Source: an optimization exercise on an open RTL-to-GDS flow (aim: small area). Production flows keep margins and buffers that such runs may drop. In this exercise RTL edits were held to simulation tests only and were not proved equivalent to the original. Power figures rest on the tool's default switching activity, not on a simulated workload.

## run 1
// uvc_app
module uvc_app(
    input         clk,
    input         rst,               
    input         usb_sof_i,
    input         usb_txact_i,
    input         usb_txpop_i,
    input  [7:0]  usb_rxdat_i,
    input         usb_rxval_i,
    input         usb_rxact_i,
    input         usb_setup_i,
    input  [3:0]  usb_endpt_i,
    input  [7:0]  inf_alter_i,
    input  [7:0]  inf_sel_i,
    input         inf_set_i,
    input  [9:0]  descrom_raddr_i,
    input         phy_txvalid_i,
    input  [7:0]  fifo_rdat_i,
    input  [11:0] fifo_wnum_i,
    input         fifo_aempty_i,
    input         fifo_afull_i,
    input         fifo_empty_i,
    output [7:0]  usb_txdat_o,
    output        usb_txval_o,
    output [11:0] usb_txdat_len_o,
    output        usb_txcork_o,
    output [3:0]  usb_txiso_pid_o,
    output [7:0]  inf_alter_o,
    output [7:0]  descrom_rdat_o,
    output [9:0]  desc_dev_addr_o,
    output [7:0]  desc_dev_len_o,
    output [9:0]  desc_qual_addr_o,
    output [7:0]  desc_qual_len_o,
    output [9:0]  desc_fscfg_addr_o,
    output [7:0]  desc_fscfg_len_o,
    output [9:0]  desc_hscfg_addr_o,
    output [7:0]  desc_hscfg_len_o,
    output [9:0]  desc_oscfg_addr_o,
    output [9:0]  desc_strlang_addr_o,
    output [9:0]  desc_strvendor_addr_o,
    output [7:0]  desc_strvendor_len_o,
    output [9:0]  desc_strproduct_addr_o,
    output [7:0]  desc_strproduct_len_o,
    output [9:0]  desc_strserial_addr_o,
    output [7:0]  desc_strserial_len_o,
    output        desc_have_strings_o,
    output [7:0]  fifo_wdat_o,
    output        fifo_wren_o,
    output        fifo_rden_o,
    output        LED,
    output [5:0]  GPIO
);
clock: 12.5 ns
lec_check: 0
abc_area: 1
cap_margin: 20
core_margin: 2
core_utilization: 65
slew_margin: 20
standard.sh (not shown) runs the stock make flow with config.mk's settings and CLKGATE_MAP_FILE= SYNTH_SCRIPT=/design/flow/synth_recipe.tcl, a recipe that flattens the netlist after the stock synthesis.
==> flow/flow/run.sh <==
#!/bin/bash
# Standard ORFS layout (the standard.sh, standard synthesis unchanged) with
# two changes: ports are buffered with buf_1 instead of the resizer's default
# pick, and the clock tree uses clkbuf_16 leaf clusters without dummy loads.
# make's output goes to flow_make.log; ORFS keeps each step's log under orfs/logs.
set -euo pipefail
bash standard.sh \
  "BUFFER_PORTS_ARGS=-buffer_cell sky130_fd_sc_hd__buf_1" \
  "CTS_ARGS=-sink_clustering_enable -repair_clock_nets -dont_use_dummy_load -buf_list sky130_fd_sc_hd__clkbuf_16 -sink_clustering_size 45 -sink_clustering_max_diameter 60" \
  finish > flow_make.log 2>&1
The inputs of run 2 differ from those of run 1 as listed below.
Settings: CORE_UTILIZATION now 40, was 65.
-- flow/flow/run.sh --
<<< run 1, line 9
  "CTS_ARGS=-sink_clustering_enable -repair_clock_nets -dont_use_dummy_load -buf_list sky130_fd_sc_hd__clkbuf_16 -sink_clustering_size 45 -sink_clustering_max_diameter 60" \
>>> run 2, line 9
  "CTS_ARGS=-sink_clustering_enable -repair_clock_nets -dont_use_dummy_load -buf_list sky130_fd_sc_hd__clkbuf_16 -sink_clustering_size 32 -sink_clustering_max_diameter 100" \
Results
- Count of clock-net buffers in the final layout for run 2 is lower than for run 1.
- Summary of run 2 over run 1: share of total power in the clock network lower, placement-stage cell area higher, die area higher, reg-to-reg setup timing slack higher.
- Wire: run 2 routes more than run 1
- The sum of internal, switching and leakage power in run 2 was lower than what run 1 gave.

========
uvc_app, a different RTL version from the one above (not shown whole).
Size: ~480 flip-flops, about 22000 um^2 of cells after synthesis.
export LEC_CHECK = 0
export ABC_AREA = 1
export CAP_MARGIN = 20
export CORE_MARGIN = 2
export CORE_UTILIZATION = 65
export SLEW_MARGIN = 20
create_clock -name core_clock -period 12.5 [get_ports {clk}]
==> flow/flow/run.sh <==
#!/bin/bash
# Standard ORFS layout (the standard.sh, standard synthesis unchanged) with
# three changes:
#  - ports are buffered with buf_1 instead of the resizer's default pick;
#  - the clock tree uses clkbuf_16 leaf clusters without dummy loads;
#  - after placement, each tie-low conb_1 is folded into the nearest tie-high
#    conb_1 (one cell drives both a 1 and a 0 through its HI and LO pins).
# Each step's output goes to its own log here; ORFS keeps per-step logs under orfs/logs.
set -euo pipefail
KNOBS=(
  "BUFFER_PORTS_ARGS=-buffer_cell sky130_fd_sc_hd__buf_1"
  "CTS_ARGS=-sink_clustering_enable -repair_clock_nets -dont_use_dummy_load -buf_list sky130_fd_sc_hd__clkbuf_16 -sink_clustering_size 28 -sink_clustering_max_diameter 100"
)
bash standard.sh "${KNOBS[@]}" place > flow_place.log 2>&1
R=orfs/results/${FLOW_PLATFORM}/uvc_app/base
TIE_IN=$R/3_place.odb TIE_OUT=$R/3_place.odb openroad -no_init -exit flow/merge_ties.tcl > merge_ties.log 2>&1
bash standard.sh "${KNOBS[@]}" finish > flow_finish.log 2>&1
==> flow/flow/merge_ties.tcl <==
# Let one conb_1 tie cell drive a tie-high and a tie-low load: pair each
# tie-high cell with the nearest tie-low cell, move the low load onto the
# high cell's LO pin and delete the emptied cell.
set db_file $::env(TIE_IN)
set out_file $::env(TIE_OUT)
read_db $db_file
set block [ord::get_db_block]
set his {}
set los {}
foreach inst [$block getInsts] {
  if {[[$inst getMaster] getName] ne "sky130_fd_sc_hd__conb_1"} { continue }
  set hi [$inst findITerm HI]
  set lo [$inst findITerm LO]
  set hn [$hi getNet]
  set ln [$lo getNet]
  if {$hn ne "NULL" && $ln eq "NULL"} { lappend his $inst }
  if {$ln ne "NULL" && $hn eq "NULL"} { lappend los $inst }
}
puts "tie-high cells [llength $his], tie-low cells [llength $los]"
set merged 0
foreach h $his {
  if {[llength $los] == 0} { break }
  set hx [lindex [$h getLocation] 0]
  set hy [lindex [$h getLocation] 1]
  set best -1
  set bestd 0
  set i 0
  foreach l $los {
    set d [expr {abs([lindex [$l getLocation] 0] - $hx) + abs([lindex [$l getLocation] 1] - $hy)}]
    if {$best < 0 || $d < $bestd} { set best $i; set bestd $d }
    incr i
  }
  set l [lindex $los $best]
  set los [lreplace $los $best $best]
  set net [[$l findITerm LO] getNet]
  [$l findITerm LO] disconnect
  [$h findITerm LO] connect $net
  odb::dbInst_destroy $l
  incr merged
}
puts "merged $merged tie-low cells into tie-high cells"
write_db $out_file
The baseline produced a clean layout.
Rerun with:
GPL_TIMING_DRIVEN = 0   (was default)
After rerunning: The new run went through all stages and came out clean; maximum frequency came out lower by a few percent; global-route usage came out higher by 2.0 points; first-iteration DRC count came out higher by a quarter to a third; cell area came out higher by a few percent; combinational power came out higher by about a fifth; synthesized cell count is unchanged; worst setup slack is worse by 380 ps.

## what the ideal ports hide
The results above use ideal ports. As a check the final layouts listed here were re-extracted and re-timed, cells and wires unchanged.
Step 1, drivers: a clkbuf_16 drives clk and a buf_2 each remaining input, both assumed.
Step 2, shift: input delay + t, output delay - t, t = (earliest + latest rising clock arrival at the registers) / 2. This alone moves slack from input paths to output paths.
a / b / c = no drivers / after step 1 / after step 2; a / b = the first two.
| run | t, ns | setup WS [ns] | latest minus earliest clock arrival (ns) | worst slew at a driven data input, ns |
|---|---|---|---|---|
| run 1 | 0.571 | 3.870 / 3.835 / 3.835 | 0.097 / 0.097 | 0.11 |
| run 2 | 0.615 | 3.943 / 3.915 / 3.915 | 0.043 / 0.043 | 0.10 |
| the first run of note 2 | 0.569 | 4.215 / 4.191 / 4.191 | 0.088 / 0.087 | 0.15 |
| the second run of note 2 | 0.580 | 3.839 / 3.799 / 3.799 | 0.081 / 0.081 | 0.15 |
After both steps every run listed still meets setup and hold. For the second run of note 2, which loses most, drivers alone change the setup slack by -0.040 ns; drivers and shift together by -0.040 ns.
